What follows belongs to an exercise in optimizing a design on an open flow for small area; a production flow would make more cautious choices.
The RTL was checked by simulation tests, not by an equivalence proof against the original design.
No activity file was given, so power comes from the tool's default toggle rates.

$ cat flow/design.v
module DFF_2 (clk, reset, D, Q);
	output logic Q;
	input logic clk, reset, D;
	logic [1:0] q;
	always_ff @(posedge clk) begin
		if (reset) q <= 2'b00;
		else       q <= {q[0], D};
	end
	assign Q = q[1];
endmodule
module button (clk, reset, inputButton, out);
	input logic clk, reset;
	input logic inputButton;
	output logic out;
	logic tempOut;
	DFF_2 d0 (.clk, .reset, .D(~inputButton), .Q(tempOut));
	logic [1:0] ps;
	always_ff @(posedge clk) begin
		if (reset) ps <= 2'b00;
		else begin
			ps[0] <= ~ps[1] & (tempOut | ps[0]);
			ps[1] <= ps[0] & ~ps[1] & ~tempOut;
		end
	end
	assign out = ps[1];
endmodule
module counters (clk, reset, increase, HEX0);
	input logic clk, reset, increase;
	output logic [6:0] HEX0;
	logic [3:0] ps;
	always_ff @(posedge clk) begin
		if (reset)         ps <= 4'd0;
		else if (increase) ps <= ps + 4'd1;
	end
	always_comb begin
		case (ps)
			4'd0:    HEX0 = 7'b1000000;
			4'd1:    HEX0 = 7'b1111001;
			4'd2:    HEX0 = 7'b0100100;
			4'd3:    HEX0 = 7'b0110000;
			4'd4:    HEX0 = 7'b0011001;
			4'd5:    HEX0 = 7'b0010010;
			4'd6:    HEX0 = 7'b0000010;
			4'd7:    HEX0 = 7'b1111000;
			4'd8:    HEX0 = 7'b0000000;
			4'd9:    HEX0 = 7'b0010000;
			default: HEX0 = 7'b1111111;
		endcase
	end
endmodule
module collision (clk, hit, resetgame);
	input logic clk, hit;
	output logic resetgame;
	always_ff @(posedge clk) resetgame <= hit;
endmodule
module frog (clk, reset, resetField, left, right, up, down, fr, fc);
	input logic clk, reset, resetField, left, right, up, down;
	output logic [3:0] fr, fc;
	always_ff @(posedge clk) begin
		if (reset | resetField | (up & (fr == 4'd15))) begin
			fr <= 4'd0;
			fc <= 4'd9;
		end else if (down) begin
			if (fr != 4'd0) fr <= fr - 4'd1;
		end else if (up) begin
			fr <= fr + 4'd1;
		end else if (right) begin
			fc <= fc - 4'd1;
		end else if (left) begin
			fc <= fc + 4'd1;
		end
	end
endmodule
module speedEnable (clk, reset, level, enable);
	input logic clk, reset;
	input logic [3:0] level;
	output logic enable;
	logic [13:0] num;
	always_ff @(posedge clk) begin
		if (reset) num <= '0;
		else       num <= num + 14'd1;
	end
	logic e4, e3, e2, e1;
	assign e4 = (num[10:0] == 11'd1);
	assign e3 = e4 & ~num[11];
	assign e2 = e3 & ~num[12];
	assign e1 = e2 & ~num[13];
	always_comb begin
		if (level == 4'b0010)      enable = e2;
		else if (level == 4'b0100) enable = e3;
		else if (level == 4'b1000) enable = e4;
		else                       enable = e1;
	end
endmodule
module cars (clk, reset, resetField, pause, level, row, redRow, fr, fc, hit);
	input logic clk, reset, resetField, pause;
	input logic [3:0] level;
	input logic [3:0] row, fr, fc;
	output logic [15:0] redRow;
	output logic hit;
	logic enable;
	speedEnable sp(.clk, .reset, .level, .enable);
	logic [3:0] s;
	logic [2:0] q7;
	logic [1:0] q3;
	logic q2, t0, t1;
	always_ff @(posedge clk) begin
		if (reset || resetField) begin
			s <= 4'd0; q7 <= 3'd0; q3 <= 2'd0; q2 <= 1'b0; t0 <= 1'b1; t1 <= 1'b0;
		end else if (!pause && enable) begin
			s <= s + 4'd1;
			if (s == 4'd15) begin
				q7 <= (q7 >= 3'd6) ? 3'd0 : q7 + 3'd1;
				q3 <= (q3 >= 2'd2) ? 2'd0 : q3 + 2'd1;
				q2 <= ~q2;
				t0 <= 1'b0;
				t1 <= t0;
			end
		end
	end
	function automatic logic [15:0] pat7(input logic [2:0] a);
		case (a)
			3'd0: pat7 = 16'b1010101100101100;
			3'd1: pat7 = 16'b1011001100101000;
			3'd2: pat7 = 16'b0010011001101110;
			3'd3: pat7 = 16'b1011101100100100;
			3'd4: pat7 = 16'b1010000100100100;
			3'd5: pat7 = 16'b1010001100101000;
			3'd6: pat7 = 16'b1001100101100110;
			default: pat7 = 16'b1010101100101100;
		endcase
	endfunction
	function automatic logic [15:0] pat3(input logic [1:0] a);
		case (a)
			2'd0: pat3 = 16'b1011001100111100;
			2'd1: pat3 = 16'b1011001100101101;
			2'd2: pat3 = 16'b1001000001001100;
			default: pat3 = 16'b1011001100111100;
		endcase
	endfunction
	function automatic logic [15:0] pat2(input logic a);
		pat2 = a ? 16'b0101100110001101 : 16'b1010101000101100;
	endfunction
	function automatic logic [2:0] place7(input logic [3:0] r);
		case (r)
			4'd1: place7 = 3'd0;
			4'd2: place7 = 3'd1;
			4'd3: place7 = 3'd2;
			4'd6: place7 = 3'd3;
			4'd9: place7 = 3'd5;
			4'd12: place7 = 3'd4;
			4'd15: place7 = 3'd6;
			default: place7 = 3'd0;
		endcase
	endfunction
	function automatic logic [1:0] place3(input logic [3:0] r);
		case (r)
			4'd4: place3 = 2'd0;
			4'd8: place3 = 2'd1;
			4'd14: place3 = 2'd2;
			default: place3 = 2'd0;
		endcase
	endfunction
	function automatic logic place2(input logic [3:0] r);
		place2 = (r == 4'd13) || (r == 4'd5);
	endfunction
	function automatic logic [2:0] add7(input logic [2:0] a, input logic [2:0] b);
		logic [3:0] t;
		t = a + b;
		add7 = (t >= 4'd7) ? 3'(t - 4'd7) : t[2:0];
	endfunction
	function automatic logic [1:0] add3(input logic [1:0] a, input logic [1:0] b);
		logic [2:0] t;
		t = a + b;
		add3 = (t >= 3'd3) ? 2'(t - 3'd3) : t[1:0];
	endfunction
	function automatic logic is7(input logic [3:0] r);
		is7 = (r == 4'd1) || (r == 4'd2) || (r == 4'd3) || (r == 4'd6) || (r == 4'd12) || (r == 4'd9) || (r == 4'd15);
	endfunction
	function automatic logic is3(input logic [3:0] r);
		is3 = (r == 4'd4) || (r == 4'd8) || (r == 4'd14);
	endfunction
	function automatic logic is2(input logic [3:0] r);
		is2 = (r == 4'd5) || (r == 4'd7) || (r == 4'd10) || (r == 4'd13);
	endfunction
	logic [15:0] hi, z7, z3, z2, z;
	logic [2:0] a7; logic [1:0] a3; logic a2;
	assign a7 = add7(place7(row), q7);
	assign a3 = add3(place3(row), q3);
	assign a2 = place2(row) ^ q2;
	genvar k;
	generate
		for (k = 0; k < 16; k++) begin : th
			assign hi[k] = ({1'b0, s} + 5'(k)) >= 5'd16;
		end
	endgenerate
	assign z7 = (hi & pat7(add7(a7, 3'd1))) | (~hi & pat7(a7));
	assign z3 = (hi & pat3(add3(a3, 2'd1))) | (~hi & pat3(a3));
	assign z2 = (hi & pat2(~a2)) | (~hi & pat2(a2));
	always_comb begin
		if (((row == 4'd10) && t0) || ((row == 4'd5) && t1))
			z = (hi & 16'b0101100110001101) | (~hi & 16'b1011000110101100);
		else if ((row == 4'd5) && t0)
			z = (hi & 16'b1011000110101100) | (~hi & 16'b1011000100101100);
		else if (is7(row)) z = z7;
		else if (is3(row)) z = z3;
		else if (is2(row)) z = z2;
		else if (row == 4'd11) z = 16'b1010001100101100;
		else z = 16'd0;
	end
	logic [31:0] zz;
	assign zz = {z, z} << s;
	assign redRow = zz[31:16];
	logic [3:0] d; logic b;
	assign d = fc - s;
	assign b = fc < s;
	logic [2:0] f7; logic [1:0] f3; logic f2;
	assign f7 = add7(place7(fr), q7 + {2'b00, b});
	assign f3 = add3(place3(fr), q3 + {1'b0, b});
	assign f2 = place2(fr) ^ q2 ^ b;
	logic [15:0] zf;
	always_comb begin
		if (((fr == 4'd10) && t0) || ((fr == 4'd5) && t1))
			zf = b ? 16'b0101100110001101 : 16'b1011000110101100;
		else if ((fr == 4'd5) && t0)
			zf = b ? 16'b1011000110101100 : 16'b1011000100101100;
		else if (is7(fr)) zf = pat7(f7);
		else if (is3(fr)) zf = pat3(f3);
		else if (is2(fr)) zf = pat2(f2);
		else if (fr == 4'd11) zf = 16'b1010001100101100;
		else zf = 16'd0;
	end
	assign hit = zf[d];
endmodule
module LEDDriver (CLK, RST, RowSelect);
	input logic CLK, RST;
	output logic [3:0] RowSelect;
	always_ff @(posedge CLK) begin
		if (RST) RowSelect <= 4'd0;
		else     RowSelect <= RowSelect + 4'd1;
	end
endmodule
module DE1_SoC (CLOCK_50, GPIO_1, HEX0, KEY, SW);
	input logic				CLOCK_50;  
	output logic [6:0] HEX0;
	input logic [3:0] KEY;
	input logic [9:0] SW;
	output logic	[35:0] GPIO_1;
	logic clk;
	assign clk = CLOCK_50;
	logic reset, pause;
	assign reset = SW[9];
	assign pause = SW[0];
	logic k1, k2, k3, k4;
	always_comb begin
		if (!SW[1]) begin
			k1 = KEY[1];
			k2 = KEY[3];
			k3 = KEY[2];
			k4 = KEY[0];
		end else begin
			k1 = KEY[3];
			k2 = KEY[2];
			k3 = KEY[1];
			k4 = KEY[0];
		end
	end
	logic L, R, up, down;
	button butLeft(.clk, .reset, .inputButton(k1), .out(L));
	button butUp(.clk, .reset, .inputButton(k2), .out(up));
	button butDown(.clk, .reset, .inputButton(k3), .out(down));
	button butRight(.clk, .reset, .inputButton(k4), .out(R));
	logic resetGame;
	logic [3:0] fr, fc;
	frog f(.clk, .reset, .resetField(resetGame), .left(L), .right(R), .up, .down, .fr, .fc);
	counters score(.clk, .reset, .increase(up & (fr == 4'd15)), .HEX0);
	logic [3:0] row;
	LEDDriver scan(.CLK(clk), .RST(reset | resetGame), .RowSelect(row));
	logic [15:0] redRow;
	logic hit;
	cars car(.clk, .reset, .resetField(resetGame), .pause, .level(SW[6:3]),
	         .row, .redRow, .fr, .fc, .hit);
	collision c(.clk, .hit, .resetgame(resetGame));
	assign GPIO_1[35:32] = row;
	genvar k;
	generate
		for (k = 0; k < 16; k++) begin : px
			assign GPIO_1[31-k] = (row == fr) && (fc == k);
			assign GPIO_1[15-k] = redRow[k];
		end
	endgenerate
endmodule
$ cat flow/run.sh
#!/bin/bash
# synth_recipe.tcl (not shown) runs the flow's synth.tcl, then flattens the netlist and writes it again
# the make line also repeats each setting of config.mk as NAME=value (left out here)
make -C /OpenROAD-flow-scripts/flow DESIGN_CONFIG=/design/flow/config.mk WORK_HOME=/design/flow/orfs CLKGATE_MAP_FILE= SYNTH_SCRIPT=/design/flow/synth_recipe.tcl finish
$ cat flow/config.mk
export PLATFORM = sky130hd
export DESIGN_NAME = DE1_SoC
export DESIGN_NICKNAME = DE1_SoC
export VERILOG_FILES = /design/flow/design.v
export SDC_FILE = /design/flow/constraint.sdc
export NUM_CORES = 4
export LEC_CHECK = 0
export ABC_AREA = 1
export CAP_MARGIN = 20
export CORE_MARGIN = 2
export CORE_UTILIZATION = 40
export SLEW_MARGIN = 20
$ cat flow/constraint.sdc
create_clock -name core_clock -period 10.0 [get_ports {CLOCK_50}]
set_input_delay 2.0000 -clock core_clock [delete_from_list [all_inputs] [get_ports {CLOCK_50}]]
set_output_delay 2.0000 -clock core_clock [all_outputs]
set_load 0.01 [all_outputs]
==> results of run 1 <==
==> flip-flops by register name (all words and copies together) (netlist names), 3 cells and up <==
| register | count |
|---|---|
| score.ps | 4 |
| scan.RowSelect | 4 |
| f.fc | 4 |
| f.fr | 4 |
| car.q7 | 3 |
| car.sp.num | 14 |
| HEX0 | 7 |
| car.s | 4 |
==> critical path, delay by kind of cell (launching register included) <==
| kind | cells | cell delay, ps |
|---|---|---|
| adders and majority gates | 5 | 1550 |
| DFF | 1 | 470 |
| and+or+nand+nor | 16 | 1740 |
| buffers and inverters | 4 | 890 |
| AOI/OAI and AO/OA | 2 | 140 |
==> power by group through the flow <==
| stage | Clock (W) | Combinational (W) | Sequential, W |
|---|---|---|---|
| 5_1_grt | 0.000358 | 0.000624 | 0.000297 |
| 4_1_cts | 0.000345 | 0.000557 | 0.000295 |
| 3_5_place_dp | 0 | 0.000555 | 0.000301 |
| 3_3_place_gp | 0 | 0.000554 | 0.000300 |
| 2_1_floorplan | 0 | 0.000388 | 0.000292 |
| 6_report | 0.000338 | 0.000555 | 0.000295 |
==> per-layer routing <==
| layer | vias to the layer above | routed length, um |
|---|---|---|
| li1 | 3414 | - |
| met1 | 2960 | 7660 |
| met2 | 137 | 7710 |
| met3 | 37 | 534 |
| met4 | 0 | 454 |
| met5 | - | 0 |
==> path summary, 6_finish.rpt <==
| check | end | depth (start not counted) |
|---|---|---|
| setup / recovery | GPIO_1[9] | 27 |
| hold / removal | butLeft.d0.q[1]$_SDFF_PP0_ | 2 |
| setup reg to reg | c.resetgame$_DFF_P_ | 22 |
| hold reg to reg | butLeft.d0.q[1]$_SDFF_PP0_ | 2 |
==> per-stage QoR <==
step                instances  setup slack (ps)  hold WS (ps)
floorplan                 996              4290           388
finish                   1261              2880           399
global route             1261              2470           418
global placement         1245              3230           390
CTS                      1261              2850           400
detailed placement       1245              3210           393
==> cell type report <==
type | count | area (um^2) | share of cell area
clock buffer | 10 | 239 | 0.0320
sequential | 66 | 1320 | 0.177
inverter | 133 | 502 | 0.0672
tap | 216 | 270 | 0.0362
clock inverter | 6 | 90.1 | 0.0121
timing repair buffer | 57 | 563 | 0.0755
multi-input combinational | 773 | 4480 | 0.600
==> cell families (layout without fill, tap and decap cells) <==
kind of cell,count (synthesis),in the layout,synth area share
AND/OR/NAND/NOR,524,524,0.387
multiplexers,3,3,0.00467
adder cells (fa/ha/maj),59,59,0.121
buffers and inverters,157,206,0.0976
XOR/XNOR,22,22,0.0300
AO/OA/AOI/OAI,165,165,0.154
flip-flops,66,66,0.206
==> cells in the final DEF, fill, tap and decap left out, types with 5 or more instances in the layout <==
cell type	netlist	layout
a211oi_1	8	8
a21oi_1	48	48
clkbuf_16	0	9
clkdlybuf4s50_1	0	54
dfxtp_1	66	66
fa_1	5	5
ha_1	54	54
inv_1	116	116
inv_2	13	13
nand2_1	180	180
nand2_2	16	16
nand2_4	7	7
nand3_1	132	132
nand3_2	14	14
nand4_1	15	15
nor2_1	112	112
nor2_2	8	8
nor3_1	18	18
nor4_1	5	5
o211ai_1	8	8
o21ai_0	50	50
o21ai_1	15	15
o21ai_2	6	6
xor2_1	18	18
==> results.py, run 1 <==
metrics = {
    "finish": {
        "post-route-util": 0.473,
        "drive_gt1_frac": 0.0909,
        "syn_to_final_growth_pct": 16.1,
        "fin_area_um2": 7460,
        "nets": 1114,
        "nFillCells": 1707,
        "antenna_cells": 0,
    },
    "cts": {
        "numClockSinks": 66,
        "cts_tree": "yes",
        "clk_latency_ps": 330,
        "cts_buffer_depth": 2,
        "cts_resized": 0,
        "cts_setup_buffers": 0,
        "cts.htree.levels": 3,
        "cts_made_buffers": 9,
        "cts-root-buf": "clkbuf_16",
        "clkTransAtPathRegs_ps": 50,
        "hold_buffers": 0,
    },
    "yosys": {
        "synth_top_area_cell": "dfxtp_1",
        "synthCells": 996,
        "yosys-top-cells-area": "dfxtp_1 (21%), ha_1 (11%), nand2_1 (11%), nand3_1 (10%), inv_1 (6.8%)",
        "synthMostInstantiatedCell": "nand2_1",
        "synth_edf_count": 0,
        "avgSynthCellArea_um2": 6.45,
        "synth_nets": 1070,
        "yosysSeqAreaShare": 0.206,
        "ys_types": 55,
        "syn_area_um2": 6420,
        "synth_top_cell_area_share": 0.206,
        "ys_async_sr_fraction": 0,
        "ys_seq_elements": 66,
        "ys.flop_type": "dfxtp_1",
        "yosys_warnings": 9,
        "synth_common_cells": "nand2_1 (180), nand3_1 (132), inv_1 (116), nor2_1 (112), dfxtp_1 (66)",
    },
    "timing": {
        "skew_ps": 5.12,
        "worst_pin_slew_ps": 889,
        "slew_headroom": 0.407,
        "setup_viol": 0,
        "maxSlewViolCount": 0,
        "max_freq_mhz": 141,
        "tns_ps": 0,
        "hold_viol_final": 0,
        "fin_crit_sh": 0.712,
        "grt_setup_unrepaired": "no",
        "layout_min_cycle_time_ps": 7120,
    },
    "route": {
        "wl_um": 16400,
        "dr.pass1.iters": 6,
        "antenna_left": 0,
        "first_iter_violations": 408,
        "drc": 0,
        "post_drt_wl_per_cell_um": 13.0,
        "vias": 6548,
        "vias_per_cell": 5.19,
    },
    "pwr": {
        "power.density_nw_per_um2": 159,
        "power.internal_w": 0.000720,
        "finalPower_w": 0.00119,
        "p_seq_frac": 0.248,
        "p_switching_w": 0.000469,
        "p_clk_frac": 0.285,
        "p_leak_nw": 3.34,
        "vdd_drop_max_mv": 0.112,
        "switching_share": 0.394,
        "combPwrFrac": 0.467,
    },
    "critical_path": {
        "critPathSlowestCell": "clkdlybuf4s50_1",
        "worstPathRequired_ps": 8000,
        "criticalPathCategory": "reg2out",
        "timing.critical_path.from": "scan.RowSelect[0]$_SDFF_PP0_",
        "crit-reg2reg-launch": "car.s[2]$_SDFFE_PP0P_",
        "reg2reg_slack_ps": 4320,
        "arrival_ps": 5120,
        "cp_max_fo": 7,
        "start_kind": "flip-flop",
        "crit_path_end_kind": "primary output",
        "cpPeakStageDelay_ps": 540,
    },
    "placed_design": {
        "dpl.hpwl_um": 13000,
        "post_dp_cell_area_um2": 7130,
        "place.port_buffers": 54,
        "globalplace.congestion": 0.922,
    },
    "global_route": {
        "grt_overflow": 0,
        "grt_max_degree": 27,
        "busiest_layer": "met2",
        "use_met1": 0.258,
        "use_met3": 0.0240,
        "grt_pass1_wl_um": 27800,
        "grt_usage": 0.199,
        "grt_pass1_vias": 5981,
        "use_met2": 0.341,
        "antenna_found_initial": 0,
    },
    "min_path": {
        "worstHoldStart": "butLeft.d0.q[0]$_SDFF_PP0_",
        "hold_class": "reg2reg",
    },
    "floorplan": {
        "ios": 58,
        "rows": 46,
        "dieArea_um2": 17100,
        "initial_core_util": 0.407,
        "die_w_um": 131,
        "fp.dieH_um": 131,
        "core_um2": 15800,
    },
    "run_status": {
        "status": "finished clean",
    },
    "run": {
        "maxCapViolCount": 0,
    },
}
==> run 2: changes to the inputs <==
--- a/flow/design.v
+++ b/flow/design.v
@@ -35,15 +35,13 @@
 	always_comb begin
-		case (ps)
-			4'd0:    HEX0 = 7'b1000000;
-			4'd1:    HEX0 = 7'b1111001;
-			4'd2:    HEX0 = 7'b0100100;
-			4'd3:    HEX0 = 7'b0110000;
-			4'd4:    HEX0 = 7'b0011001;
-			4'd5:    HEX0 = 7'b0010010;
-			4'd6:    HEX0 = 7'b0000010;
-			4'd7:    HEX0 = 7'b1111000;
-			4'd8:    HEX0 = 7'b0000000;
-			4'd9:    HEX0 = 7'b0010000;
-			default: HEX0 = 7'b1111111;
-		endcase
+		if (ps == 4'd0) HEX0 = 7'b1000000;
+		else if (ps == 4'd1) HEX0 = 7'b1111001;
+		else if (ps == 4'd2) HEX0 = 7'b0100100;
+		else if (ps == 4'd3) HEX0 = 7'b0110000;
+		else if (ps == 4'd4) HEX0 = 7'b0011001;
+		else if (ps == 4'd5) HEX0 = 7'b0010010;
+		else if (ps == 4'd6) HEX0 = 7'b0000010;
+		else if (ps == 4'd7) HEX0 = 7'b1111000;
+		else if (ps == 4'd8) HEX0 = 7'b0000000;
+		else if (ps == 4'd9) HEX0 = 7'b0010000;
+		else HEX0 = 7'b1111111;
 	end
==> flow/flow/run.sh (new file) <==
#!/bin/bash
# Own flow: the standard layout (standard.sh) with two changes.
#  - Synthesis is synth_recipe.tcl, but Yosys's abc runs a stronger area script
#    (flow/abc_deep.script, via flow/abc_override.tcl), and adders are left to
#    abc instead of being mapped to half/full adder cells first
#    (ADDER_MAP_FILE empty). Flip-flops are mapped before abc runs, so the
#    registers, their names and their cells are those of the standard synthesis.
#  - Every port still gets a buffer, of the smallest buffer cell.
#  - The clock tree uses small clock buffers and no dummy loads.
# Each tool's full output is in the ORFS logs under orfs/logs; make's output
# is in own_flow.log.
set -euo pipefail
cd "$(dirname "$0")/.."
W=$(pwd)
export OWN_ABC_SCRIPT=$W/flow/abc_deep.script
{ echo "source $W/flow/abc_override.tcl"; cat synth_recipe.tcl; } > own_synth.tcl
sed "s#$W/synth_recipe.tcl#$W/own_synth.tcl#" standard.sh > own_standard.sh
grep -q own_synth.tcl own_standard.sh
CTS="-sink_clustering_enable -repair_clock_nets -dont_use_dummy_load -sink_clustering_size 8 -root_buf sky130_fd_sc_hd__clkbuf_8 -buf_list {sky130_fd_sc_hd__clkbuf_4 sky130_fd_sc_hd__clkbuf_8}"
bash own_standard.sh "ADDER_MAP_FILE=" "BUFFER_PORTS_ARGS=-buffer_cell sky130_fd_sc_hd__buf_1" "CTS_ARGS=$CTS" finish > own_flow.log 2>&1
==> flow/flow/abc_deep.script (new file) <==
strash
&get -n
&deepsyn -T 120
&put
dch -f
amap -F 4 -A 8
==> flow/flow/abc_override.tcl (new file) <==
# Run Yosys's abc with this flow's area script in place of the one ORFS picks.
# Only the combinational logic changes: the flip-flops are already mapped.
proc abc {args} {
  set i [lsearch -exact $args -script]
  if {$i >= 0} {
    lset args [expr {$i + 1}] $::env(OWN_ABC_SCRIPT)
  }
  set j [lsearch -exact $args -D]
  if {$j >= 0} {
    set args [lreplace $args $j [expr {$j + 1}]]
  }
  yosys abc {*}$args
}
==> flow/standard.sh (new file) <==
#!/bin/bash
# synth_recipe.tcl (not shown) runs the flow's synth.tcl, then flattens the netlist and writes it again
# the make line also repeats each setting of config.mk as NAME=value (left out here)
make -C /OpenROAD-flow-scripts/flow DESIGN_CONFIG=/design/flow/config.mk WORK_HOME=/design/flow/orfs CLKGATE_MAP_FILE= SYNTH_SCRIPT=/design/flow/synth_recipe.tcl "${@:-finish}"
--- a/flow/config.mk
+++ b/flow/config.mk
@@ -10,3 +10,3 @@
 export CORE_MARGIN = 2
-export CORE_UTILIZATION = 40
+export CORE_UTILIZATION = 75
 export SLEW_MARGIN = 20
removed: flow/run.sh
==> results.py, run 2 <==
metrics = {
    "cts": {
        "cts.htree.levels": 3,
        "cts-root-buf": "clkbuf_8",
        "cts_setup_buffers": 0,
        "numClockSinks": 59,
        "cts_buffer_depth": 2,
        "clkTransAtPathRegs_ps": 60,
        "cts_resized": 0,
        "cts_made_buffers": 9,
        "hold_buffers": 0,
        "cts_tree": "yes",
        "clk_latency_ps": 350,
    },
    "placed_design": {
        "globalplace.congestion": 1.00,
        "dp_slack_ps": 3040,
        "place.port_buffers": 54,
        "dpl.hpwl_um": 8930,
    },
    "yosys": {
        "synthCells": 652,
        "syn_area_um2": 4210,
        "ys_async_sr_fraction": 0,
        "ys_types": 36,
        "yosys-top-cells-area": "dfxtp_1 (28%), nor2_1 (13%), clkinv_1 (7.5%), o22ai_1 (7.0%), a21oi_1 (6.9%)",
        "synth_edf_count": 0,
        "ys_seq_elements": 59,
        "synth_nets": 667,
        "synth_top_cell_area_share": 0.281,
        "yosysSeqAreaShare": 0.281,
        "avgSynthCellArea_um2": 6.46,
        "yosys_warnings": 9,
        "synthMostInstantiatedCell": "nor2_1",
        "synth_top_area_cell": "dfxtp_1",
        "synth_common_cells": "nor2_1 (145), clkinv_1 (84), dfxtp_1 (59), a21oi_1 (58), o21ai_0 (53)",
        "ys.flop_type": "dfxtp_1",
    },
    "pwr": {
        "power.density_nw_per_um2": 160,
        "vdd_drop_max_mv": 0.118,
        "p_leak_nw": 1.52,
        "power.internal_w": 0.000441,
        "combPwrFrac": 0.433,
        "p_clk_frac": 0.219,
        "switching_share": 0.406,
        "p_switching_w": 0.000301,
        "p_seq_frac": 0.348,
    },
    "floorplan": {
        "rows": 27,
        "core_um2": 5470,
        "fp.dieH_um": 78.9,
        "ios": 58,
        "initial_core_util": 0.769,
        "die_w_um": 78.9,
        "dieArea_um2": 6230,
    },
    "global_route": {
        "grt_overflow": 0,
        "grt_pass1_vias": 4663,
        "antenna_found_initial": 0,
        "grt_pass1_wl_um": 21000,
        "grt_max_degree": 31,
        "grt_usage": 0.413,
    },
    "route": {
        "post_drt_wl_per_cell_um": 16.1,
        "drc": 0,
        "antenna_left": 0,
        "wl_um": 12700,
        "first_iter_violations": 631,
        "vias_per_cell": 6.76,
        "dr.pass1.iters": 6,
        "vias": 5324,
    },
    "critical_path": {
        "crit-reg2reg-launch": "car.s[1]$_SDFFE_PP0P_",
        "arrival_ps": 5510,
        "r2r-end": "c.resetgame$_DFF_P_",
        "worstPathRequired_ps": 8000,
        "reg2reg_slack_ps": 3500,
        "cp_max_fo": 10,
        "timing.critical_path.from": "scan.RowSelect[0]$_SDFF_PP0_",
        "r2r.worst_path.cells": 26,
        "crit_path_end_kind": "primary output",
        "start_kind": "flip-flop",
        "crit_end": "GPIO_1[15]",
        "criticalPathCategory": "reg2out",
    },
    "timing": {
        "layout_min_cycle_time_ps": 7510,
        "worst_pin_slew_ps": 924,
        "grt_setup_unrepaired": "no",
        "slew_headroom": 0.377,
        "setup_slack_ps": 2490,
        "maxSlewViolCount": 0,
        "skew_ps": 25.0,
        "setup_viol": 0,
        "fin_crit_sh": 0.751,
        "max_freq_mhz": 133,
        "hold_viol_final": 0,
        "tns_ps": 0,
    },
    "finish": {
        "largest_reg_flops": 14,
        "syn_to_final_growth_pct": 10.1,
        "drive_gt1_frac": 0.0140,
        "nets": 733,
        "most-common-layout-cells": "nor2_1 (145), clkinv_1 (84), dfxtp_1 (59), a21oi_1 (58), buf_1 (54)",
        "antenna_cells": 0,
        "post-route-util": 0.847,
        "layout_commonest_cell": "nor2_1",
        "largest_register": "car.sp.num",
        "nFillCells": 343,
    },
    "run": {
        "maxCapViolCount": 0,
    },
    "min_path": {
        "hold_class": "reg2reg",
    },
    "run_status": {
        "status": "finished clean",
    },
}
run 2: cell types whose count changed after synthesis, moves of 25 or more:
cell      change
clkinv_1     +81
nor2_1       +33
o22ai_1      +44
inv_1       -116
ha_1         -54
nand3_1     -127
nand2_1     -143
o22a_1       +25
run 2: per-stage QoR:
stage	instances	hold WS (ps)	instance area, um^2	power [W]
3_5_place_dp	779	418	4510	0.000571
3_3_place_gp	779	400	4510	0.000559
4_1_cts	788	420	4630	0.000729
2_1_floorplan	652	399	4210	0.000493
6_report	788	424	4630	0.000742
5_1_grt	788	437	4630	0.000781
run 2: area by class of cell:
class / instances / area [um^2] / area share
multi-input combinational: 509 / 2710 / 0.586
sequential: 59 / 1180 / 0.255
timing repair buffer: 55 / 210 / 0.0454
inverter: 84 / 315 / 0.0680
tap: 72 / 90.1 / 0.0194
clock buffer: 9 / 124 / 0.0267
run 2: kinds of logic (layout without fill, tap and decap cells):
group,count (synthesis),in the layout,share of synthesized area
flops,59,59,0.281
compound gates,239,239,0.358
buf+inv,84,148,0.0749
simple gates,270,270,0.286
run 2: power groups by stage:
stage          combinational [W]  sequential, W  clock (W)
6_report                0.000321       0.000258   0.000163
5_1_grt                 0.000352       0.000259   0.000170
4_1_cts                 0.000311       0.000258   0.000160
3_5_place_dp            0.000309       0.000262          0
3_3_place_gp            0.000297       0.000261          0
2_1_floorplan           0.000233       0.000260          0
run 2: worst max-delay path: stages (launching register included):
cell and delay [ps]:
dfxtp_1 550, clkinv_1 270, o21ai_0 300, a21oi_1 140
nor2b_1 160, o22ai_1 170, clkinv_1 140, o221ai_1 250
nor2_1 80, a21oi_1 350, clkinv_1 280, o21ai_0 260
nor2_1 70, a21oi_1 310, nor2_1 130, nand2_1 220
clkinv_1 170, o32ai_1 400, o22a_1 210, o22a_1 140
o22ai_1 100, a21oi_1 200, o22ai_1 100, buf_1 180
run 2: how the worst min path moves through the flow:
stage                                          start                       end  slack, ps  cells past startpoint
after floorplan           butDown.d0.q[1]$_SDFF_PP0_  butDown.ps[1]$_SDFF_PP0_        400                      1
after global placement    butLeft.d0.q[1]$_SDFF_PP0_  butLeft.ps[1]$_SDFF_PP0_        400                      1
after detailed placement  butLeft.d0.q[1]$_SDFF_PP0_  butLeft.ps[1]$_SDFF_PP0_        420                      1
after CTS                 butLeft.d0.q[1]$_SDFF_PP0_  butLeft.ps[1]$_SDFF_PP0_        420                      1
after global routing      butLeft.d0.q[1]$_SDFF_PP0_  butLeft.ps[1]$_SDFF_PP0_        440                      1
final                     butLeft.d0.q[1]$_SDFF_PP0_  butLeft.ps[1]$_SDFF_PP0_        420                      1
run 2: routing by layer:
layer,GRT usage,vias to the layer above,share of wire
met4,0.221,0,0.045
met3,0.0659,80,0.10
li1,-,2527,-
met1,0.512,2358,0.38
met5,0,-,0
met2,0.690,359,0.47
==> run 3: changes to the inputs <==
--- a/flow/flow/run.sh
+++ b/flow/flow/run.sh
@@ -18,3 +18,3 @@
 grep -q own_synth.tcl own_standard.sh
-CTS="-sink_clustering_enable -repair_clock_nets -dont_use_dummy_load -sink_clustering_size 8 -root_buf sky130_fd_sc_hd__clkbuf_8 -buf_list {sky130_fd_sc_hd__clkbuf_4 sky130_fd_sc_hd__clkbuf_8}"
+CTS="-sink_clustering_enable -repair_clock_nets -dont_use_dummy_load -sink_clustering_size 6 -buf_list sky130_fd_sc_hd__clkbuf_4"
 bash own_standard.sh "ADDER_MAP_FILE=" "BUFFER_PORTS_ARGS=-buffer_cell sky130_fd_sc_hd__buf_1" "CTS_ARGS=$CTS" finish > own_flow.log 2>&1
==> results.py, run 3 <==
metrics = {
    "pwr": {
        "power.density_nw_per_um2": 152,
        "finalPower_w": 0.000697,
        "vdd_drop_max_mv": 0.119,
        "p_leak_nw": 1.49,
    },
    "critical_path": {
        "crit-reg2reg-launch": "car.s[1]$_SDFFE_PP0P_",
        "timing.critical_path.from": "scan.RowSelect[0]$_SDFF_PP0_",
        "reg2reg_slack_ps": 3530,
        "criticalPathCategory": "reg2out",
        "cp_max_fo": 10,
        "crit_chain": "clkinv_1, o21ai_0, a21oi_1, nor2b_1, o22ai_1, clkinv_1, o221ai_1, nor2_1, a21oi_1, clkinv_1, o21ai_0, nor2_1, a21oi_1, nor2_1, nand2_1, clkinv_1, o32ai_1, o22a_1, o22a_1, o22ai_1, a21oi_1, o22ai_1, buf_1",
        "r2r-end": "c.resetgame$_DFF_P_",
        "cpPeakStageDelay_ps": 550,
        "crit_family": "compound AO/OA/AOI/OAI gates",
        "crit_end": "GPIO_1[15]",
        "crit_path_end_kind": "primary output",
        "worstPathRequired_ps": 8000,
        "start_kind": "flip-flop",
        "cp_num_cells": 23,
        "cp.buffers_inverters": 5,
        "critPathSlowestCell": "dfxtp_1",
        "r2r.worst_path.cells": 26,
        "arrival_ps": 5570,
    },
    "yosys": {
        "synth_top_cell_area_share": 0.281,
        "ys_types": 36,
        "synthCells": 652,
        "avgSynthCellArea_um2": 6.46,
        "ys.flop_type": "dfxtp_1",
        "synth_edf_count": 0,
        "ys_async_sr_fraction": 0,
        "synth_common_cells": "nor2_1 (145), clkinv_1 (84), dfxtp_1 (59), a21oi_1 (58), o21ai_0 (53)",
        "syn_area_um2": 4210,
        "yosysSeqAreaShare": 0.281,
        "synth_top_area_cell": "dfxtp_1",
        "yosys-top-cells-area": "dfxtp_1 (28%), nor2_1 (13%), clkinv_1 (7.5%), o22ai_1 (7.0%), a21oi_1 (6.9%)",
        "yosys_warnings": 9,
        "ys_seq_elements": 59,
        "synth_nets": 667,
        "synthMostInstantiatedCell": "nor2_1",
    },
    "finish": {
        "drive_gt1_frac": 0.0140,
        "most-common-layout-cells": "nor2_1 (145), clkinv_1 (84), dfxtp_1 (59), a21oi_1 (58), buf_1 (54)",
        "largest_register": "car.sp.num",
        "syn_to_final_growth_pct": 8.74,
        "layout_commonest_cell": "nor2_1",
        "antenna_cells": 0,
        "largest_reg_flops": 14,
        "fin_area_um2": 4580,
        "nets": 733,
        "final_cells": 788,
    },
    "route": {
        "antenna_left": 0,
        "vias": 5289,
        "post_drt_wl_per_cell_um": 15.5,
        "wl_um": 12200,
        "drc": 0,
        "first_iter_violations": 562,
        "dr.pass1.iters": 6,
        "vias_per_cell": 6.71,
    },
    "cts": {
        "clkTransAtPathRegs_ps": 100,
        "cts_tree": "yes",
        "cts-root-buf": "clkbuf_4",
        "cts.htree.levels": 3,
        "numClockSinks": 59,
        "cts_setup_buffers": 0,
        "cts_resized": 0,
        "cts_buffer_depth": 2,
        "cts_made_buffers": 9,
        "hold_buffers": 0,
        "clk_latency_ps": 410,
    },
    "placed_design": {
        "placedCellCount": 779,
        "dpl.hpwl_um": 8930,
        "place.port_buffers": 54,
        "globalplace.congestion": 1.00,
        "dp_slack_ps": 3040,
        "post_dp_cell_area_um2": 4510,
    },
    "floorplan": {
        "initial_core_util": 0.769,
        "dieArea_um2": 6230,
        "ios": 58,
        "rows": 27,
        "fp.dieH_um": 78.9,
        "die_w_um": 78.9,
        "core_um2": 5470,
    },
    "timing": {
        "maxSlewViolCount": 0,
        "setup_viol": 0,
        "slew_headroom": 0.372,
        "tns_ps": 0,
        "hold_viol_final": 0,
        "worst_pin_slew_ps": 933,
        "max_freq_mhz": 132,
        "layout_min_cycle_time_ps": 7570,
        "fin_crit_sh": 0.757,
        "grt_setup_unrepaired": "no",
        "skew_ps": 37.9,
        "setup_slack_ps": 2430,
    },
    "global_route": {
        "grt_overflow": 0,
        "grt_pass1_wl_um": 20100,
        "grt_max_degree": 31,
        "antenna_found_initial": 0,
        "grt_pass1_vias": 4581,
        "grt_usage": 0.396,
    },
    "run_status": {
        "status": "finished clean",
    },
    "run": {
        "maxCapViolCount": 0,
    },
    "min_path": {
        "worstHoldStart": "butLeft.d0.q[1]$_SDFF_PP0_",
        "hold_class": "reg2reg",
        "min_path_cells": 1,
    },
}
-- run 3: final cells by class --
| class | instances | area [um^2] |
|---|---|---|
| Multi-Input combinational cell | 509 | 2710 |
| Sequential cell | 59 | 1180 |
| Fill cell | 364 | 895 |
| Inverter | 84 | 315 |
| Timing Repair Buffer | 55 | 210 |
| Tap cell | 72 | 90.1 |
| Clock buffer | 9 | 67.6 |
-- run 3: layer usage --
metal	wire (um)	track usage	vias to the layer above
met5	0	0	-
met4	399	0.184	0
met3	1110	0.0568	51
met2	5910	0.680	342
met1	4810	0.491	2369
li1	-	-	2527
-- run 3: logic make-up after synthesis --
family | synth area share
flip-flops | 0.281
AO/OA/AOI/OAI | 0.358
buffers and inverters | 0.0749
AND/OR/NAND/NOR | 0.286
-- run 3: metrics by stage --
stage	utilization	hold slack [ps]
4_1_cts	0.837	433
3_5_place_dp	0.824	418
2_1_floorplan	-	399
6_report	0.837	439
3_3_place_gp	0.824	400
5_1_grt	0.837	449
-- run 3: worst min path at each step --
stage	slack (ps)	end
floorplan	400	butDown.ps[1]$_SDFF_PP0_
global placement	400	butLeft.ps[1]$_SDFF_PP0_
detailed placement	420	butLeft.ps[1]$_SDFF_PP0_
CTS	430	butLeft.ps[1]$_SDFF_PP0_
global route	450	butLeft.ps[1]$_SDFF_PP0_
finish	440	butLeft.ps[1]$_SDFF_PP0_
-- run 3: power breakdown --
group | internal [W] | total, W | switching (W)
Clock | 0.0000417 | 0.000120 | 0.0000787
Combinational | 0.000117 | 0.000319 | 0.000203
Sequential | 0.000244 | 0.000257 | 0.0000135
-- run 3: worst register-to-register path: cells and delay by family, from the launching register on --
family / cells / cell delay (ps)
AO/OA/AOI/OAI: 16 / 3430
AND/OR/NAND/NOR: 8 / 1330
buffers and inverters: 2 / 830
flip-flops: 1 / 830
==> run 4: changes to the inputs <==
--- a/flow/flow/run.sh
+++ b/flow/flow/run.sh
@@ -8,3 +8,2 @@
 #  - Every port still gets a buffer, of the smallest buffer cell.
-#  - The clock tree uses small clock buffers and no dummy loads.
 # Each tool's full output is in the ORFS logs under orfs/logs; make's output
@@ -18,3 +17,2 @@
 grep -q own_synth.tcl own_standard.sh
-CTS="-sink_clustering_enable -repair_clock_nets -dont_use_dummy_load -sink_clustering_size 6 -buf_list sky130_fd_sc_hd__clkbuf_4"
-bash own_standard.sh "ADDER_MAP_FILE=" "BUFFER_PORTS_ARGS=-buffer_cell sky130_fd_sc_hd__buf_1" "CTS_ARGS=$CTS" finish > own_flow.log 2>&1
+bash own_standard.sh "ADDER_MAP_FILE=" "BUFFER_PORTS_ARGS=-buffer_cell sky130_fd_sc_hd__buf_1" finish > own_flow.log 2>&1
==> flow/flow/abc_deep.script (replaced) <==
strash
&get -n
&deepsyn -T 90
&put
dch -f
map -a
topo
--- a/flow/config.mk
+++ b/flow/config.mk
@@ -10,3 +10,5 @@
 export CORE_MARGIN = 2
-export CORE_UTILIZATION = 75
+export CORE_UTILIZATION = 70
+export CTS_BUF_LIST = sky130_fd_sc_hd__clkbuf_4
+export CTS_CLUSTER_SIZE = 8
 export SLEW_MARGIN = 20
==> results.py, run 4 <==
metrics = {
    "run_status": {
        "status": "finished clean",
    },
    "critical_path": {
        "r2r-end": "c.resetgame$_DFF_P_",
        "crit-reg2reg-launch": "car.s[0]$_SDFFE_PP0P_",
        "worstPathRequired_ps": 8000,
        "crit_path_end_kind": "primary output",
        "criticalPathCategory": "reg2out",
        "cp_max_fo": 11,
        "reg2reg_slack_ps": 3580,
        "start_kind": "flip-flop",
        "arrival_ps": 5050,
        "r2r.worst_path.cells": 29,
    },
    "floorplan": {
        "initial_core_util": 0.715,
        "core_um2": 6240,
        "die_w_um": 83.9,
        "dieArea_um2": 7030,
        "fp.dieH_um": 83.9,
        "ios": 58,
        "rows": 29,
    },
    "placed_design": {
        "dpl.hpwl_um": 9460,
        "post_dp_cell_area_um2": 4780,
        "place.port_buffers": 54,
        "placedCellCount": 919,
        "globalplace.congestion": 0.945,
    },
    "timing": {
        "layout_min_cycle_time_ps": 7050,
        "tns_ps": 0,
        "grt_setup_unrepaired": "no",
        "maxSlewViolCount": 0,
        "hold_viol_final": 0,
        "worst_pin_slew_ps": 828,
        "setup_viol": 0,
        "fin_crit_sh": 0.705,
        "max_freq_mhz": 142,
        "slew_headroom": 0.442,
        "skew_ps": 17.5,
    },
    "cts": {
        "cts_resized": 0,
        "cts_tree": "yes",
        "clk_latency_ps": 430,
        "cts.htree.levels": 3,
        "cts_made_buffers": 9,
        "cts-root-buf": "clkbuf_4",
        "numClockSinks": 59,
        "clkTransAtPathRegs_ps": 120,
        "cts_setup_buffers": 0,
        "hold_buffers": 0,
        "cts_buffer_depth": 2,
    },
    "pwr": {
        "finalPower_w": 0.000854,
        "p_leak_nw": 1.90,
        "power.density_nw_per_um2": 173,
        "vdd_drop_max_mv": 0.138,
    },
    "run": {
        "maxCapViolCount": 0,
    },
    "finish": {
        "nets": 868,
        "largest_register": "car.sp.num",
        "drive_gt1_frac": 0.0385,
        "most-common-layout-cells": "nor2_1 (167), nand2_1 (155), clkinv_1 (121), o21ai_0 (108), dfxtp_1 (59)",
        "multiInputGateArea_um2": 2830,
        "syn_to_final_growth_pct": 10.3,
        "fin_area_um2": 4920,
        "antenna_cells": 0,
        "largest_reg_flops": 14,
        "layout_commonest_cell": "nor2_1",
        "nFillCells": 503,
        "final_cells": 935,
        "seq_area_um2": 1180,
    },
    "global_route": {
        "antenna_found_initial": 0,
        "grt_usage": 0.365,
        "grt_pass1_wl_um": 21400,
        "grt_overflow": 0,
        "grt_pass1_vias": 5023,
        "grt_max_degree": 27,
    },
    "route": {
        "dr.pass1.iters": 5,
        "antenna_left": 0,
        "drc": 0,
        "post_drt_wl_per_cell_um": 13.4,
        "vias": 5475,
        "vias_per_cell": 5.86,
        "first_iter_violations": 505,
        "wl_um": 12500,
    },
    "yosys": {
        "synthCells": 786,
        "yosysSeqAreaShare": 0.265,
        "ys_async_sr_fraction": 0,
        "synth_top_area_cell": "dfxtp_1",
        "synth_top_cell_area_share": 0.265,
        "syn_area_um2": 4460,
        "synth_edf_count": 0,
        "synth_nets": 801,
        "yosys-top-cells-area": "dfxtp_1 (26%), nor2_1 (14%), nand2_1 (13%), o21ai_0 (12%), clkinv_1 (10%)",
        "avgSynthCellArea_um2": 5.68,
        "synthMostInstantiatedCell": "nor2_1",
        "synth_common_cells": "nor2_1 (167), nand2_1 (155), clkinv_1 (121), o21ai_0 (108), dfxtp_1 (59)",
        "ys_types": 32,
        "yosys_warnings": 9,
        "ys.flop_type": "dfxtp_1",
        "ys_seq_elements": 59,
    },
    "min_path": {
        "worstHoldStart": "butDown.d0.q[0]$_SDFF_PP0_",
        "hold_class": "reg2reg",
        "min_to": "butDown.d0.q[1]$_SDFF_PP0_",
        "min_path_cells": 2,
    },
}
-- run 4: changes by cell type in the layout (fill, tap and decap cells not counted), sizes merged, moves of 7 or more --
cell	previous run	this run
o221ai	10	1
nand3	5	21
nor2	145	167
nor3	36	26
xor2	0	11
nand2	37	155
o22a	25	0
o22ai	47	3
o21ai	53	108
clkinv	84	122
or3	7	0
-- run 4: worst max path at each step --
stage / start / to / slack (ps) / cells after the start
global route: scan.RowSelect[0]$_SDFF_PP0_ / GPIO_1[1] / 2520 / 25
floorplan: scan.RowSelect[0]$_SDFF_PP0_ / GPIO_1[1] / 4310 / 24
finish: scan.RowSelect[0]$_SDFF_PP0_ / GPIO_1[1] / 2950 / 25
CTS: scan.RowSelect[0]$_SDFF_PP0_ / GPIO_1[1] / 3040 / 25
global placement: scan.RowSelect[0]$_SDFF_PP0_ / GPIO_1[15] / 3650 / 25
detailed placement: scan.RowSelect[0]$_SDFF_PP0_ / GPIO_1[1] / 3530 / 25
-- run 4: routing by layer --
metal | global-route usage | part of all wire
met1 | 0.436 | 0.41
met2 | 0.638 | 0.50
met3 | 0.0554 | 0.057
met4 | 0.176 | 0.034
met5 | 0 | 0
-- run 4: area by class of cell --
type                            count  share of cell area
Timing Repair Buffer               56              0.0442
Sequential cell                    59               0.240
Clock buffer                        9              0.0137
Clock inverter                      7              0.0158
Tap cell                           77              0.0196
Multi-Input combinational cell    606               0.575
Inverter                          121              0.0922
-- run 4: cell families after synthesis --
logic type	Yosys count	share of synthesized area
buffers and inverters	121	0.102
AO/OA/AOI/OAI	199	0.244
AND/OR/NAND/NOR	389	0.353
flip-flops	59	0.265
XOR/XNOR	15	0.0294
multiplexers	3	0.00673
-- run 4: power breakdown --
group	internal (W)	leakage, nW	total (W)	switching (W)
Clock	0.0000770	0.0648	0.000178	0.000101
Sequential	0.000246	0.480	0.000265	0.0000185
Combinational	0.000134	1.36	0.000411	0.000277
-- run 4: stage by stage --
step           hold WS (ps)   util  worst slack [ps]
2_1_floorplan           383      -              4310
3_3_place_gp            388  0.766              3650
3_5_place_dp            389  0.766              3530
4_1_cts                 403  0.789              3040
5_1_grt                 412  0.789              2520
6_report                403  0.789              2950
-- run 4: worst max-delay path, stage by stage (launching register included) --
cell      delay (ps)
dfxtp_1          600
clkinv_1         280
o21ai_0          140
a21oi_1           80
a21oi_1          140
clkinv_1         100
nor2_1           140
a21oi_1           90
or2_2            290
nand3_1           90
nand2_1           60
nand2_1          190
a21oi_1          120
or2_2            290
nand2_1          100
clkinv_1         150
nor2_1           270
clkinv_1         170
a21oi_1          130
o21ai_0          170
o21ai_0          290
o21ai_0          170
nand2_1           80
o21ai_0          110
o21ai_0          190
buf_1            180
==> run 5: changes to the inputs <==
--- a/flow/design.v
+++ b/flow/design.v
@@ -75,12 +75,18 @@
 	output logic enable;
-	logic [13:0] num;
-	always_ff @(posedge clk) begin
-		if (reset) num <= '0;
-		else       num <= num + 14'd1;
+	logic [10:0] lo;    
+	logic [2:0] hi;     
+	always_ff @(posedge clk) begin
+		if (reset) begin
+			lo <= '0;
+			hi <= '0;
+		end else begin
+			lo <= {lo[9:0], lo[10] ^ lo[8] ^ (lo[9:0] == 10'd0)};
+			if (lo == 11'h400) hi <= hi + 3'd1;    
+		end
 	end
 	logic e4, e3, e2, e1;
-	assign e4 = (num[10:0] == 11'd1);
-	assign e3 = e4 & ~num[11];
-	assign e2 = e3 & ~num[12];
-	assign e1 = e2 & ~num[13];
+	assign e4 = (lo == 11'd1);                   
+	assign e3 = e4 & ~hi[0];
+	assign e2 = e3 & ~hi[1];
+	assign e1 = e2 & ~hi[2];
 	always_comb begin
@@ -104,5 +110,7 @@
 	logic q2, t0, t1;
+	assign t0 = (q7 == 3'd7);
+	assign t1 = (q3 == 2'd3);
 	always_ff @(posedge clk) begin
 		if (reset || resetField) begin
-			s <= 4'd0; q7 <= 3'd0; q3 <= 2'd0; q2 <= 1'b0; t0 <= 1'b1; t1 <= 1'b0;
+			s <= 4'd0; q7 <= 3'd7; q3 <= 2'd0; q2 <= 1'b0;
 		end else if (!pause && enable) begin
@@ -110,7 +118,5 @@
 			if (s == 4'd15) begin
-				q7 <= (q7 >= 3'd6) ? 3'd0 : q7 + 3'd1;
-				q3 <= (q3 >= 2'd2) ? 2'd0 : q3 + 2'd1;
+				q7 <= (q7 == 3'd6) ? 3'd0 : (q7 == 3'd7) ? 3'd1 : q7 + 3'd1;
+				q3 <= t0 ? 2'd3 : (q3 == 2'd3) ? 2'd2 : (q3 == 2'd2) ? 2'd0 : q3 + 2'd1;
 				q2 <= ~q2;
-				t0 <= 1'b0;
-				t1 <= t0;
 			end
@@ -174,2 +180,4 @@
 	endfunction
+	logic [1:0] q3e;
+	assign q3e = t1 ? 2'd1 : q3;
 	function automatic logic is7(input logic [3:0] r);
@@ -186,3 +194,3 @@
 	assign a7 = add7(place7(row), q7);
-	assign a3 = add3(place3(row), q3);
+	assign a3 = add3(place3(row), q3e);
 	assign a2 = place2(row) ^ q2;
@@ -215,4 +223,4 @@
 	logic [2:0] f7; logic [1:0] f3; logic f2;
-	assign f7 = add7(place7(fr), q7 + {2'b00, b});
-	assign f3 = add3(place3(fr), q3 + {1'b0, b});
+	assign f7 = add7(place7(fr), t0 ? {2'b00, b} : q7 + {2'b00, b});
+	assign f3 = add3(place3(fr), q3e + {1'b0, b});
 	assign f2 = place2(fr) ^ q2 ^ b;
--- a/flow/flow/run.sh
+++ b/flow/flow/run.sh
@@ -8,2 +8,3 @@
 #  - Every port still gets a buffer, of the smallest buffer cell.
+#  - The clock tree uses small clock buffers and no dummy loads.
 # Each tool's full output is in the ORFS logs under orfs/logs; make's output
@@ -17,2 +18,3 @@
 grep -q own_synth.tcl own_standard.sh
-bash own_standard.sh "ADDER_MAP_FILE=" "BUFFER_PORTS_ARGS=-buffer_cell sky130_fd_sc_hd__buf_1" finish > own_flow.log 2>&1
+CTS="-sink_clustering_enable -repair_clock_nets -dont_use_dummy_load -sink_clustering_size 6 -buf_list sky130_fd_sc_hd__clkbuf_4"
+bash own_standard.sh "ADDER_MAP_FILE=" "BUFFER_PORTS_ARGS=-buffer_cell sky130_fd_sc_hd__buf_1" "CTS_ARGS=$CTS" finish > own_flow.log 2>&1
==> flow/flow/abc_deep.script (replaced) <==
strash
&get -n
&deepsyn -T 120
&put
dch -f
amap -F 4 -A 8
--- a/flow/config.mk
+++ b/flow/config.mk
@@ -10,5 +10,3 @@
 export CORE_MARGIN = 2
-export CORE_UTILIZATION = 70
-export CTS_BUF_LIST = sky130_fd_sc_hd__clkbuf_4
-export CTS_CLUSTER_SIZE = 8
+export CORE_UTILIZATION = 75
 export SLEW_MARGIN = 20
==> results.py, run 5 <==
metrics = {
    "yosys": {
        "synth_edf_count": 0,
        "ys_async_sr_fraction": 0,
        "synth_common_cells": "nor2_1 (149), clkinv_1 (86), o21ai_0 (64), dfxtp_1 (57), a21oi_1 (56)",
        "yosysSeqAreaShare": 0.277,
        "syn_area_um2": 4110,
        "synth_top_cell_area_share": 0.277,
        "synthMostInstantiatedCell": "nor2_1",
        "ys_types": 41,
        "yosys_warnings": 9,
        "avgSynthCellArea_um2": 6.40,
        "synthCells": 643,
        "synth_top_area_cell": "dfxtp_1",
        "ys_seq_elements": 57,
        "yosys-top-cells-area": "dfxtp_1 (28%), nor2_1 (14%), clkinv_1 (7.8%), o21ai_0 (7.8%), o22ai_1 (7.8%)",
        "synth_nets": 658,
        "ys.flop_type": "dfxtp_1",
    },
    "floorplan": {
        "die_w_um": 78.1,
        "core_um2": 5200,
        "dieArea_um2": 6090,
        "initial_core_util": 0.790,
        "rows": 26,
        "ios": 58,
        "fp.dieH_um": 78.1,
    },
    "pwr": {
        "p_switching_w": 0.000424,
        "p_clk_frac": 0.135,
        "vdd_drop_max_mv": 0.163,
        "switching_share": 0.486,
        "combPwrFrac": 0.566,
        "p_leak_nw": 1.52,
        "power.density_nw_per_um2": 194,
        "p_seq_frac": 0.298,
        "power.internal_w": 0.000449,
    },
    "critical_path": {
        "r2r.worst_path.cells": 28,
        "worstPathRequired_ps": 8000,
        "crit-reg2reg-launch": "car.s[1]$_SDFFE_PP0P_",
        "critPathSlowestCell": "dfxtp_1",
        "start_kind": "flip-flop",
        "crit_top_cell": "nor2_1",
        "criticalPathCategory": "reg2out",
        "crit_path_end_kind": "primary output",
        "cp_max_fo": 8,
        "r2r-end": "c.resetgame$_DFF_P_",
        "reg2reg_slack_ps": 3250,
        "arrival_ps": 6080,
        "cpPeakStageDelay_ps": 500,
    },
    "timing": {
        "setup_viol": 0,
        "max_freq_mhz": 124,
        "hold_viol_final": 0,
        "worst_pin_slew_ps": 954,
        "maxSlewViolCount": 0,
        "grt_setup_unrepaired": "no",
        "slew_headroom": 0.363,
        "skew_ps": 33.6,
        "tns_ps": 0,
        "fin_crit_sh": 0.808,
        "layout_min_cycle_time_ps": 8080,
        "whs_ps": 426,
        "setup_slack_ps": 1920,
    },
    "run_status": {
        "status": "finished clean",
    },
    "placed_design": {
        "globalplace.congestion": 1.04,
        "dpl.hpwl_um": 9220,
        "placedCellCount": 769,
        "dp_slack_ps": 2570,
        "place.port_buffers": 54,
    },
    "cts": {
        "cts_tree": "yes",
        "cts_setup_buffers": 0,
        "cts_resized": 0,
        "cts-root-buf": "clkbuf_4",
        "clk_latency_ps": 400,
        "cts_made_buffers": 9,
        "clkTransAtPathRegs_ps": 80,
        "numClockSinks": 57,
        "cts_buffer_depth": 2,
        "hold_buffers": 0,
        "cts.htree.levels": 3,
    },
    "finish": {
        "largest_register": "car.sp.lo",
        "layout_commonest_cell": "nor2_1",
        "drive_gt1_frac": 0.0155,
        "syn_to_final_growth_pct": 9.06,
        "final_cells": 778,
        "most-common-layout-cells": "nor2_1 (149), clkinv_1 (86), o21ai_0 (64), dfxtp_1 (57), a21oi_1 (56)",
        "largest_reg_flops": 11,
        "antenna_cells": 0,
        "nets": 725,
    },
    "route": {
        "wl_um": 13700,
        "dr.pass1.iters": 8,
        "vias": 5522,
        "post_drt_wl_per_cell_um": 17.6,
        "antenna_left": 0,
        "first_iter_violations": 994,
        "vias_per_cell": 7.10,
        "drc": 0,
    },
    "run": {
        "maxCapViolCount": 0,
    },
    "min_path": {
        "worstHoldStart": "butDown.d0.q[1]$_SDFF_PP0_",
        "min_path_cells": 1,
        "min_to": "butDown.ps[1]$_SDFF_PP0_",
        "hold_class": "reg2reg",
    },
    "global_route": {
        "grt_usage": 0.450,
        "antenna_found_initial": 0,
        "grt_max_degree": 31,
        "grt_pass1_vias": 4929,
        "grt_overflow": 0,
        "grt_pass1_wl_um": 22400,
    },
}
-- run 5: metal layers --
| layer | track usage | routed length, um | up-vias | share of wire |
|---|---|---|---|---|
| met2 | 0.762 | 6340 | 514 | 0.46 |
| met3 | 0.116 | 1600 | 133 | 0.12 |
| met4 | 0.221 | 771 | 0 | 0.056 |
| met1 | 0.529 | 4950 | 2379 | 0.36 |
| li1 | - | - | 2496 | - |
| met5 | 0 | 0 | - | 0 |
-- run 5: worst max-delay path by stage --
stage,startpoint,to,slack (ps),cells past startpoint
finish,car.q7[0]$_SDFFE_PP1P_,GPIO_1[12],1920,27
global route,car.q7[0]$_SDFFE_PP1P_,GPIO_1[6],1320,28
CTS,car.q7[0]$_SDFFE_PP1P_,GPIO_1[8],2100,27
detailed placement,car.q7[0]$_SDFFE_PP1P_,GPIO_1[14],2570,28
global placement,car.q7[0]$_SDFFE_PP1P_,GPIO_1[6],2740,28
floorplan,scan.RowSelect[0]$_SDFF_PP0_,GPIO_1[10],3620,27
-- run 5: stage by stage --
step / area (um^2) / util / power, W
6_report: 4490 / 0.862 / 0.000873
5_1_grt: 4490 / 0.862 / 0.000924
4_1_cts: 4490 / 0.862 / 0.000843
3_5_place_dp: 4420 / 0.849 / 0.000720
3_3_place_gp: 4420 / 0.849 / 0.000701
2_1_floorplan: 4110 / - / 0.000603
-- run 5: critical path: cells and delay by family (launching register included) --
family	cells	cell delay [ps]
AO/OA/AOI/OAI	13	2870
AND/OR/NAND/NOR	8	1130
flip-flops	1	500
buffers and inverters	6	1190
-- run 5: cell families after synthesis --
| family | count (synthesis) | share of synthesized area |
|---|---|---|
| buffers and inverters | 86 | 0.0785 |
| flip-flops | 57 | 0.277 |
| XOR/XNOR | 1 | 0.00213 |
| AO/OA/AOI/OAI | 253 | 0.388 |
| AND/OR/NAND/NOR | 246 | 0.254 |
-- run 5: area by class of cell --
class	count	area, um^2
Multi-Input combinational cell	500	2650
Sequential cell	57	1140
Fill cell	317	718
Inverter	86	323
Timing Repair Buffer	56	218
Tap cell	70	87.6
Clock buffer	9	67.6
-- run 5: power by group through the flow --
stage	sequential, W	clock [W]	combinational, W
detailed placement	0.000264	0	0.000456
global placement	0.000263	0	0.000438
finish	0.000260	0.000118	0.000494
floorplan	0.000261	0	0.000342
global route	0.000262	0.000126	0.000536
CTS	0.000259	0.000114	0.000469
==> run 6: changes to the inputs <==
--- a/flow/flow/run.sh
+++ b/flow/flow/run.sh
@@ -3,3 +3,4 @@
 #  - Synthesis is synth_recipe.tcl, but Yosys's abc runs a stronger area script
-#    (flow/abc_deep.script, via flow/abc_override.tcl), and adders are left to
+#    (deepsyn from a few seeds, amap, the smallest kept; flow/abc_override.tcl),
+#    and adders are left to
 #    abc instead of being mapped to half/full adder cells first
@@ -14,3 +15,6 @@
 W=$(pwd)
-export OWN_ABC_SCRIPT=$W/flow/abc_deep.script
+mkdir -p $W/own_abc
+export OWN_ABC_DIR=$W/own_abc
+export OWN_ABC_SEEDS="1 11 22 33"
+export OWN_ABC_SECONDS=60
 { echo "source $W/flow/abc_override.tcl"; cat synth_recipe.tcl; } > own_synth.tcl
==> flow/flow/abc_override.tcl (replaced) <==
# Run Yosys's abc with this flow's own area script in place of the one ORFS
# picks: deepsyn from a few seeds, each mapped with amap; the smallest mapped
# netlist is kept. Only the combinational logic changes: the flip-flops are
# already mapped, so registers, their names and their cells stay as they are.
proc abc {args} {
  set i [lsearch -exact $args -script]
  if {$i >= 0} { set args [lreplace $args $i [expr {$i + 1}]] }
  set j [lsearch -exact $args -D]
  if {$j >= 0} { set args [lreplace $args $j [expr {$j + 1}]] }
  set libs {}
  foreach {k v} $args { if {$k eq "-liberty"} { lappend libs -liberty $v } }
  set dir $::env(OWN_ABC_DIR)
  yosys design -save own_preabc
  set best -1
  foreach seed $::env(OWN_ABC_SEEDS) {
    yosys design -load own_preabc
    set f [open $dir/abc_seed$seed.script w]
    puts $f "strash\n&get -n\n&deepsyn -T $::env(OWN_ABC_SECONDS) -S $seed\n&put\ndch -f\namap -F 4 -A 8"
    close $f
    yosys abc -script $dir/abc_seed$seed.script {*}$args
    yosys tee -q -o $dir/abc_seed$seed.stat stat {*}$libs
    set f [open $dir/abc_seed$seed.stat r]
    set txt [read $f]
    close $f
    regexp {Chip area for module[^:]*:\s*([0-9.]+)} $txt -> area
    puts "own abc: seed $seed area $area"
    if {$best < 0 || $area < $best} {
      set best $area
      yosys design -save own_best
    }
  }
  yosys design -load own_best
  puts "own abc: kept area $best"
}
removed: flow/flow/abc_deep.script
==> results.py, run 6 <==
metrics = {
    "route": {
        "vias_per_cell": 6.73,
        "drc": 0,
        "first_iter_violations": 712,
        "antenna_left": 0,
        "post_drt_wl_per_cell_um": 15.3,
        "vias": 5267,
        "wl_um": 11900,
        "dr.pass1.iters": 7,
    },
    "critical_path": {
        "critPathSlowestCell": "dfxtp_1",
        "start_kind": "flip-flop",
        "r2r-end": "c.resetgame$_DFF_P_",
        "timing.critical_path.from": "scan.RowSelect[3]$_SDFF_PP0_",
        "crit-reg2reg-launch": "car.s[2]$_SDFFE_PP0P_",
        "criticalPathCategory": "reg2out",
        "cp_max_fo": 10,
        "crit_top_cell": "nor2_1",
        "reg2reg_slack_ps": 3240,
        "worstPathRequired_ps": 8000,
        "arrival_ps": 6020,
        "crit_end": "GPIO_1[7]",
        "r2r.worst_path.cells": 26,
        "cpPeakStageDelay_ps": 560,
        "crit_path_end_kind": "primary output",
    },
    "yosys": {
        "yosys-top-cells-area": "dfxtp_1 (28%), nor2_1 (15%), o22ai_1 (8.4%), o21ai_0 (8.3%), clkinv_1 (6.9%)",
        "synth_edf_count": 0,
        "synthMostInstantiatedCell": "nor2_1",
        "synth_common_cells": "nor2_1 (159), clkinv_1 (76), o21ai_0 (68), dfxtp_1 (57), o22ai_1 (55)",
        "yosys_warnings": 9,
        "syn_area_um2": 4110,
        "synth_top_area_cell": "dfxtp_1",
        "yosysSeqAreaShare": 0.278,
        "ys_seq_elements": 57,
        "ys.flop_type": "dfxtp_1",
        "synth_top_cell_area_share": 0.278,
        "avgSynthCellArea_um2": 6.36,
        "synth_nets": 661,
        "ys_types": 37,
        "ys_async_sr_fraction": 0,
        "synthCells": 646,
    },
    "timing": {
        "hold_viol_final": 0,
        "grt_setup_unrepaired": "no",
        "slew_headroom": 0.393,
        "whs_ps": 420,
        "fin_crit_sh": 0.802,
        "tns_ps": 0,
        "max_freq_mhz": 125,
        "setup_viol": 0,
        "skew_ps": 27.8,
        "worst_pin_slew_ps": 910,
        "maxSlewViolCount": 0,
        "layout_min_cycle_time_ps": 8020,
    },
    "cts": {
        "numClockSinks": 57,
        "clkTransAtPathRegs_ps": 100,
        "hold_buffers": 0,
        "cts_setup_buffers": 0,
        "cts_tree": "yes",
        "cts_made_buffers": 9,
        "cts_resized": 0,
        "cts_buffer_depth": 2,
        "clk_latency_ps": 420,
        "cts.htree.levels": 3,
        "cts-root-buf": "clkbuf_4",
    },
    "min_path": {
        "hold_class": "reg2reg",
    },
    "global_route": {
        "antenna_found_initial": 0,
        "grt_pass1_wl_um": 20500,
        "grt_overflow": 0,
        "grt_usage": 0.409,
        "grt_max_degree": 28,
        "grt_pass1_vias": 4813,
    },
    "finish": {
        "syn_to_final_growth_pct": 9.45,
        "largest_reg_flops": 11,
        "antenna_cells": 0,
        "layout_commonest_cell": "nor2_1",
        "most-common-layout-cells": "nor2_1 (159), clkinv_1 (76), o21ai_0 (68), dfxtp_1 (57), o22ai_1 (55)",
        "nets": 730,
        "drive_gt1_frac": 0.0182,
        "fin_area_um2": 4490,
        "largest_register": "car.sp.lo",
    },
    "floorplan": {
        "dieArea_um2": 6080,
        "fp.dieH_um": 78.0,
        "rows": 26,
        "core_um2": 5200,
        "initial_core_util": 0.789,
        "ios": 58,
        "die_w_um": 78.0,
    },
    "placed_design": {
        "globalplace.congestion": 1.10,
        "place.port_buffers": 54,
        "post_dp_cell_area_um2": 4430,
        "dpl.hpwl_um": 8810,
    },
    "pwr": {
        "switching_share": 0.505,
        "p_switching_w": 0.000533,
        "combPwrFrac": 0.639,
        "p_leak_nw": 1.46,
        "finalPower_w": 0.00106,
        "vdd_drop_max_mv": 0.185,
        "power.internal_w": 0.000523,
        "p_clk_frac": 0.110,
        "p_seq_frac": 0.250,
        "power.density_nw_per_um2": 235,
    },
    "run_status": {
        "status": "finished clean",
    },
    "run": {
        "maxCapViolCount": 0,
    },
}
==> run 6: changes by cell type after synthesis, sizes merged, moves of 4 or more <==
cell,delta
or2,+7
o32ai,-6
nor2,+10
o21ai,+4
a21oi,-7
clkinv,-10
o22a,-4
nor3,+7
o22ai,+4
nand2,-4
==> run 6: kinds of logic after synthesis <==
kind of cell,after synthesis,share of synthesized area
buf+inv,76,0.0695
flops,57,0.278
compound gates,246,0.372
simple gates,267,0.281
==> run 6: power groups by stage <==
stage / sequential (W) / clock, W / combinational [W]
finish: 0.000264 / 0.000117 / 0.000676
CTS: 0.000263 / 0.000114 / 0.000652
floorplan: 0.000265 / 0 / 0.000492
global placement: 0.000268 / 0 / 0.000625
global route: 0.000266 / 0.000123 / 0.000747
detailed placement: 0.000268 / 0 / 0.000645
==> run 6: stage by stage <==
stage | util | worst slack [ps] | instances
after detailed placement | 0.850 | 2660 | 774
after global routing | 0.863 | 1270 | 783
final | 0.863 | 1980 | 783
after CTS | 0.863 | 2230 | 783
after global placement | 0.850 | 2830 | 774
after floorplan | - | 3590 | 646
==> run 6: metal layers <==
metal,vias to the layer above,share of wire,GRT usage
met1,2326,0.40,0.500
met3,68,0.11,0.0779
met4,0,0.038,0.198
li1,2503,-,-
met5,-,0,0
met2,370,0.44,0.689
==> run 6: how the worst min path moves through the flow <==
stage                     slack, ps                         from                         to  cells after the start
final                           420  butRight.d0.q[1]$_SDFF_PP0_  butRight.ps[1]$_SDFF_PP0_                      1
after floorplan                 390  butRight.d0.q[1]$_SDFF_PP0_  butRight.ps[1]$_SDFF_PP0_                      1
after detailed placement        400     butUp.d0.q[1]$_SDFF_PP0_     butUp.ps[1]$_SDFF_PP0_                      1
after CTS                       420  butRight.d0.q[1]$_SDFF_PP0_  butRight.ps[1]$_SDFF_PP0_                      1
after global routing            430   butDown.d0.q[1]$_SDFF_PP0_   butDown.ps[1]$_SDFF_PP0_                      1
after global placement          390     butUp.d0.q[1]$_SDFF_PP0_     butUp.ps[1]$_SDFF_PP0_                      1
==> run 6: worst max-delay path, delay by kind of cell (launching register included) <==
kind	cells	cell delay, ps
flops	1	560
simple gates	7	710
compound gates	18	3470
buf+inv	5	870
==> run 6: layout make-up <==
cell class	instances	area, um^2
Multi-Input combinational cell	513	2680
Sequential cell	57	1140
Fill cell	328	711
Inverter	76	285
Timing Repair Buffer	58	233
Tap cell	70	87.6
Clock buffer	9	67.6

-- re-timing with driven ports --
In the flow no input, the clock included, has a driving cell. The finished layouts below were timed again as built, in two steps. Step 1: set_driving_cell puts a clkbuf_16 on CLOCK_50 and a buf_2 on each other input, an assumption about the parent block. Step 2 times the ports against the registers' clock, not the clock port: input delays grow and output delays shrink by t, the midpoint of the rising clock arrivals with the driver on. a / b / c = ideal / step 1 / step 2; a / b = the first two.
run | t (ns) | setup slack, ns | latest minus earliest clock arrival (ns) | worst register clock-pin slew, ns | worst slew at a driven data input, ns
run 1 | 0.361 | 2.884 / 2.850 / 3.211 | 0.007 / 0.006 | 0.06 / 0.06 | 0.04
run 2 | 0.366 | 2.490 / 2.457 / 2.824 | 0.025 / 0.025 | 0.07 / 0.07 | 0.03
run 3 | 0.421 | 2.430 / 2.400 / 2.821 | 0.038 / 0.038 | 0.10 / 0.10 | 0.04
run 4 | 0.448 | 2.950 / 2.920 / 3.368 | 0.018 / 0.018 | 0.12 / 0.12 | 0.04
run 5 | 0.412 | 1.919 / 1.892 / 2.304 | 0.034 / 0.034 | 0.10 / 0.10 | 0.05
run 6 | 0.433 | 1.982 / 1.953 / 2.386 | 0.027 / 0.028 | 0.10 / 0.10 | 0.04
After both steps every run listed still meets setup and hold.
